Context: an optimization exercise on an open-source flow, tuned for small area. The choices shown serve that exercise and are no tape-out recipe. RTL that was checked went through simulation tests only; none was proved equivalent to the original. Power is estimated from default activity; no workload was simulated.

## JK
Design cpu, start of the top module:
module cpu(out, in, clk, reset);
input  [7:0] in;
input        clk, reset;
output [7:0] out;
reg [7:0] out;
reg [7:0] reg_a, reg_b, reg_c;
reg [7:0] m0, m1, m2, m3, m4, m5, m6, m7;
reg [7:0] m8, m9, m10, m11, m12, m13, m14, m15;
reg [3:0] op;       
reg [3:0] n;        
reg       skip;     
reg       outm;     
reg       wr_q;     
reg       actn_q;   
reg       ph;       
wire exec = ~skip & ~outm;
wire op_in  = exec & ((op == 4'h6) | (op == 4'h7) | (op == 4'h8) | (op == 4'ha));
wire op_a   = exec & ((op == 4'h6) | (op == 4'hd));
wire op_b   = exec & ((op == 4'h7) | (op == 4'he));
wire op_alu = exec & ~op[3] & ~(op[2] & op[1]);
wire op_ld  = exec & (op == 4'ha);
wire op_om  = exec & (op == 4'hc);
wire op_oc  = exec & (op == 4'hb);
wire [7:0] bus = (op[3] & (op[0] | op[1])) ? reg_c : in;
reg  [7:0] x, y;
reg        cin;
always @* begin
	x = reg_a; y = reg_b; cin = 1'b0;
	case (op[2:0])
	3'b000: begin y = reg_b;  cin = 1'b0; end
	3'b001: begin y = ~reg_b; cin = 1'b1; end
	3'b010: begin y = 8'h00;  cin = 1'b1; end
	3'b011: begin y = 8'hff;  cin = 1'b0; end
	3'b100: begin y = reg_b;  cin = 1'b1; end
	default: begin x = ~reg_a; y = 8'h00; cin = 1'b1; end
	endcase
end
wire [8:0] cy;
assign cy[0] = cin;
genvar i;
generate for (i = 0; i < 8; i = i + 1) begin : add
	assign cy[i+1] = (x[i] & y[i]) | (x[i] & cy[i]) | (y[i] & cy[i]);
end endgenerate
wire [7:0] alu = x ^ y ^ cy[7:0];
wire [15:0] dec = 16'h0001 << n;
wire [15:0] we  = {16{wr_q & ~reset}} & dec;
wire [15:0] wen = {16{actn_q | reset}} | ~dec;
wire [7:0] rdq = ({8{wen[0]}}  | m0)  & ({8{wen[1]}}  | m1)  & ({8{wen[2]}}  | m2)  & ({8{wen[3]}}  | m3)
               & ({8{wen[4]}}  | m4)  & ({8{wen[5]}}  | m5)  & ({8{wen[6]}}  | m6)  & ({8{wen[7]}}  | m7)
               & ({8{wen[8]}}  | m8)  & ({8{wen[9]}}  | m9)  & ({8{wen[10]}} | m10) & ({8{wen[11]}} | m11)
               & ({8{wen[12]}} | m12) & ({8{wen[13]}} | m13) & ({8{wen[14]}} | m14) & ({8{wen[15]}} | m15);
wire [7:0] rd = rdq ^ {8{ph}};
wire [7:0]  wd  = (bus ^ {8{ph}}) | {8{op_ld | outm}};
always @(posedge clk) begin
	ph <= ~ph;
	m0  <= ~(({8{we[0]}}  | m0)  & ({8{wen[0]}}  | wd));
	m1  <= ~(({8{we[1]}}  | m1)  & ({8{wen[1]}}  | wd));
	m2  <= ~(({8{we[2]}}  | m2)  & ({8{wen[2]}}  | wd));
	m3  <= ~(({8{we[3]}}  | m3)  & ({8{wen[3]}}  | wd));
	m4  <= ~(({8{we[4]}}  | m4)  & ({8{wen[4]}}  | wd));
  ...
Size in the first run: about 650 cells after synthesis, about 18 I/O pins.
clock: 5.0 ns
lec_check: 0
cap_margin: 10
core_margin: 2
core_utilization: 40
slew_margin: 10
standard.sh (not shown) runs the stock make flow with config.mk's settings and CLKGATE_MAP_FILE= SYNTH_SCRIPT=/design/flow/synth_recipe.tcl, a recipe that flattens the netlist after the stock synthesis.
==> flow/flow/run.sh <==
#!/bin/bash
# Own layout flow: the standard flow (standard.sh) with
#  - the standard synthesis script, except that ABC maps the logic with an
#    area-oriented script (flow/area.abc); ABC does not touch the registers,
#  - single-size buffers on the ports,
#  - a clock tree of mid-size buffers without dummy loads.
# All tool output goes to standard.log here and ORFS's logs under orfs/logs.
set -euo pipefail
here=$(pwd)
{
  echo 'proc abc {args} {'
  echo '  set i [lsearch -exact $args -script]'
  echo "  if { \$i >= 0 } { lset args [expr {\$i + 1}] $here/flow/area.abc }"
  echo '  yosys abc {*}$args'
  echo '}'
  cat synth_recipe.tcl
} > own_synth.tcl
CTS="-sink_clustering_enable -repair_clock_nets -dont_use_dummy_load -buf_list sky130_fd_sc_hd__clkbuf_8"
bash standard.sh "SYNTH_SCRIPT=$here/own_synth.tcl" \
  "BUFFER_PORTS_ARGS=-buffer_cell sky130_fd_sc_hd__buf_1" \
  "CTS_ARGS=$CTS" finish > standard.log 2>&1
==> flow/flow/area.abc <==
strash
dc2
dch -f
amap
topo
JK went all the way through synthesis, placement and routing and the layout is clean on timing, DRC and antenna.
Changes in MS relative to JK:
Settings: swapping 10 for 20 in SLEW_MARGIN; swapping 40 for 55 in CORE_UTILIZATION; swapping 10 for 20 in CAP_MARGIN.
Findings:
- Compare JK and MS | layout overhead on the synthesized area higher: JK
- MS ended with more multi-input gate share of total cell area than JK.
- Of JK and MS, the higher worst supply voltage drop on vdd belongs to MS.
- Comparing JK and MS, the higher initial core utilization is on MS.
--- input diff MS..AL ---
Settings: CORE_UTILIZATION now 40, was 55.
### Flow results
All of MS and AL finish clean.
Looking at MS and AL, the internal power consumption is a wash.
Relative to MS, multi-input logic portion of the cell area has decreased by 0.40 points in AL.
AL against MS; count of fill cells added during filler insertion is up by more than half.
Cmp MS and AL / number of cells in the finished layout apart from fillers / higher: AL
The fraction of area in clock buffers and inverters on AL is in line with that on MS.
Comparing MS and AL, the lower total wire length after detailed routing was measured on MS.
AL against MS: minimum clock period after layout went up 48 ps, power share of the clock group held.
diff inputs: AL => TR
Settings: changing CORE_UTILIZATION from 40 to 70; setting GPL_TIMING_DRIVEN to 0 for the first time.
==> comparison <==
Having completed the whole flow, TR delivered a layout that passed the timing, design-rule and antenna checks. Between TR and AL, worst setup slack after placement is lower for TR, AL comes in above that. Changes observed in TR relative to AL: final wirelength decreased by 4.6% relative to the old numbers; share of layout cells above drive strength 1 closely matched the old numbers. When the final numbers for TR and AL were put side by side, the die area turned out to be smaller in TR.


Another version of the RTL of cpu (not shown whole).
For scale: about 460 cells after synthesis, about 170 flip-flops, roughly 6600 um2 of cells after synthesis.
export LEC_CHECK = 0
export CAP_MARGIN = 0
export CORE_MARGIN = 2
export CORE_UTILIZATION = 60
export GPL_TIMING_DRIVEN = 0
export SLEW_MARGIN = 0
create_clock -name core_clock -period 5.0 [get_ports {clk}]
==> flow/flow/area.abc <==
strash
ifraig
scorr
dc2
strash
dch -f
amap
topo
Scripts as last shown in full above: flow/flow/run.sh
==> next run, changes <==
Settings changed: CORE_UTILIZATION 60 to 40.
=> Maximum frequency barely changes; via count fell by about 0.7%; cell area rose by 1.7%; clock-buffer cell count does not change; critical path depth rose by 2.
==> next run, changes <==
==> flow/flow/area.abc (replaced) <==
strash
ifraig
scorr
dc2
strash
dch -f
amap
topo
stime -c
buffer -c
upsize -c
dnsize -c
Settings changed: CAP_MARGIN 0 to 20, CORE_UTILIZATION 40 to 60, SLEW_MARGIN 0 to 20.
After rerunning: The changed run went through all stages and came out clean. Wire length falls by 2.0%. Critical path depth rises by 1. Clock power falls by about 0.7%. Total power rises by 1.3%. Synthesized cell count rises by about 2.8%.
Function was not checked in any run of this note: the RTL went through the layout flow alone.


alpha:
The RTL this note starts from:
==> flow/design.v <==
module cpu(out, in, clk, reset);
input  [7:0] in;
input        clk, reset;
output [7:0] out;
reg [7:0] out;
reg [7:0] reg_a, reg_b, reg_c;
reg [7:0] m0, m1, m2, m3, m4, m5, m6, m7;
reg [7:0] m8, m9, m10, m11, m12, m13, m14, m15;
reg [3:0] op;       
reg [3:0] n;        
reg       skip;     
reg       outm;     
reg       wr_q;     
reg       actn_q;   
reg       ph;       
wire exec = ~skip & ~outm;
wire op_in  = exec & ((op == 4'h6) | (op == 4'h7) | (op == 4'h8) | (op == 4'ha));
wire op_a   = exec & ((op == 4'h6) | (op == 4'hd));
wire op_b   = exec & ((op == 4'h7) | (op == 4'he));
wire op_alu = exec & ~op[3] & ~(op[2] & op[1]);
wire op_ld  = exec & (op == 4'ha);
wire op_om  = exec & (op == 4'hc);
wire op_oc  = exec & (op == 4'hb);
wire [7:0] bus = (op[3] & (op[0] | op[1])) ? reg_c : in;
reg  [7:0] x, y;
reg        cin;
always @* begin
	x = reg_a; y = reg_b; cin = 1'b0;
	case (op[2:0])
	3'b000: begin y = reg_b;  cin = 1'b0; end
	3'b001: begin y = ~reg_b; cin = 1'b1; end
	3'b010: begin y = 8'h00;  cin = 1'b1; end
	3'b011: begin y = 8'hff;  cin = 1'b0; end
	3'b100: begin y = reg_b;  cin = 1'b1; end
	default: begin x = ~reg_a; y = 8'h00; cin = 1'b1; end
	endcase
end
wire [8:0] cy;
assign cy[0] = cin;
genvar i;
generate for (i = 0; i < 8; i = i + 1) begin : add
	assign cy[i+1] = (x[i] & y[i]) | (x[i] & cy[i]) | (y[i] & cy[i]);
end endgenerate
wire [7:0] alu = x ^ y ^ cy[7:0];
wire [15:0] dec = 16'h0001 << n;
wire [15:0] we  = {16{wr_q & ~reset}} & dec;
wire [15:0] wen = {16{actn_q | reset}} | ~dec;
wire [7:0] rdq = ({8{wen[0]}}  | m0)  & ({8{wen[1]}}  | m1)  & ({8{wen[2]}}  | m2)  & ({8{wen[3]}}  | m3)
               & ({8{wen[4]}}  | m4)  & ({8{wen[5]}}  | m5)  & ({8{wen[6]}}  | m6)  & ({8{wen[7]}}  | m7)
               & ({8{wen[8]}}  | m8)  & ({8{wen[9]}}  | m9)  & ({8{wen[10]}} | m10) & ({8{wen[11]}} | m11)
               & ({8{wen[12]}} | m12) & ({8{wen[13]}} | m13) & ({8{wen[14]}} | m14) & ({8{wen[15]}} | m15);
wire [7:0] rd = rdq ^ {8{ph}};
wire [7:0]  wd  = (bus ^ {8{ph}}) | {8{op_ld | outm}};
always @(posedge clk) begin
	ph <= ~ph;
	m0  <= ~(({8{we[0]}}  | m0)  & ({8{wen[0]}}  | wd));
	m1  <= ~(({8{we[1]}}  | m1)  & ({8{wen[1]}}  | wd));
	m2  <= ~(({8{we[2]}}  | m2)  & ({8{wen[2]}}  | wd));
	m3  <= ~(({8{we[3]}}  | m3)  & ({8{wen[3]}}  | wd));
	m4  <= ~(({8{we[4]}}  | m4)  & ({8{wen[4]}}  | wd));
	m5  <= ~(({8{we[5]}}  | m5)  & ({8{wen[5]}}  | wd));
	m6  <= ~(({8{we[6]}}  | m6)  & ({8{wen[6]}}  | wd));
	m7  <= ~(({8{we[7]}}  | m7)  & ({8{wen[7]}}  | wd));
	m8  <= ~(({8{we[8]}}  | m8)  & ({8{wen[8]}}  | wd));
	m9  <= ~(({8{we[9]}}  | m9)  & ({8{wen[9]}}  | wd));
	m10 <= ~(({8{we[10]}} | m10) & ({8{wen[10]}} | wd));
	m11 <= ~(({8{we[11]}} | m11) & ({8{wen[11]}} | wd));
	m12 <= ~(({8{we[12]}} | m12) & ({8{wen[12]}} | wd));
	m13 <= ~(({8{we[13]}} | m13) & ({8{wen[13]}} | wd));
	m14 <= ~(({8{we[14]}} | m14) & ({8{wen[14]}} | wd));
	m15 <= ~(({8{we[15]}} | m15) & ({8{wen[15]}} | wd));
end
wire nexec = ~(reset | op_in | op_om);    
wire wr_next = nexec & in[7] & ~in[6] & ~in[5];
wire act_next = wr_next | (nexec & (in[7:4] == 4'ha)) | (~reset & op_om);
always @(posedge clk) begin
	wr_q   <= wr_next;
	actn_q <= ~act_next;
end
always @(posedge clk) begin
	if (reset) begin
		reg_a <= 8'h00;
		reg_b <= 8'h00;
		reg_c <= 8'h00;
		out   <= 8'h00;
		skip  <= 1'b1;
		outm  <= 1'b0;
	end else begin
		if (op_a) reg_a <= bus;
		if (op_b) reg_b <= bus;
		if (op_alu) reg_c <= alu;
		else if (op_ld) reg_c <= rd;
		if (wr_q) out <= 8'h00;
		else if (op_oc) out <= reg_c;
		else if (outm) out <= rd;
		skip <= op_in;
		outm <= op_om;
	end
end
always @(posedge clk) begin
	op <= in[7:4];
	if (~op_om)
		n <= in[3:0];
end
endmodule
export LEC_CHECK = 0
export CAP_MARGIN = 20
export CORE_MARGIN = 2
export CORE_UTILIZATION = 55
export GPL_TIMING_DRIVEN = 0
export PLACE_DENSITY = 0.75
export SLEW_MARGIN = 20
create_clock -name core_clock -period 5.0 [get_ports {clk}]
==> flow/flow/area.abc <==
strash
dc2
dch -f
amap
topo
Scripts as last shown in full above: flow/flow/run.sh
> inputs changed (alpha -> beta)
- PLACE_DENSITY: 0.75 -> unset
- CORE_UTILIZATION: 55 -> 40
==> comparison <==
- NOTE: floorplan die area in beta exceeds that of alpha
- beta vs. alpha: utilization -15 points, standby leakage power now larger, critical path depth lower, via count decreased 282.
- On register-to-register slack, beta and alpha are neck and neck.
- Between alpha and beta, the cell-internal power does not differ in any meaningful way.
- Looking at beta and alpha, the arrival time reported for the critical path endpoint is a wash.
- Re weighted congestion reported at the end of routability-driven placement: beta and alpha aren't equal, and the higher value belongs to alpha.
- Against alpha, beta comes in 0.2 points higher on relative contribution of the clock network to total power.

[port drivers added, routing unchanged]
No port has a modelled driver above. Below, the same layouts with a new extraction and two added sets of constraints. Step 1 assumes that a clkbuf_16 drives the clock port and a buf_2 every other input. Step 2 times the ports against the registers' clock, not the clock port: input delays grow and output delays shrink by t, the midpoint of the rising clock arrivals with the driver on. Slacks: no drivers / after step 1 / after step 2; pairs: no drivers / after step 1.
run	shift t [ns]	setup slack, ns	cell pins on the clock port's net
JK	0.482	0.259 / 0.259 / 0.259	1
MS	0.491	0.275 / 0.275 / 0.275	1
AL	0.491	0.226 / 0.226 / 0.226	1
TR	0.483	0.256 / 0.256 / 0.149	1
the first run of note 2	0.487	0.199 / 0.199 / 0.199	1
the second run of note 2	0.477	0.204 / 0.204 / 0.204	1
the third run of note 2	0.476	0.221 / 0.221 / 0.221	1
alpha	0.486	0.233 / 0.233 / 0.233	1
beta	0.476	0.247 / 0.247 / 0.247	1
After both steps setup and hold are still met in every run listed. For TR, which loses most, drivers alone change the setup slack by 0.000 ns; drivers and shift together by -0.107 ns.
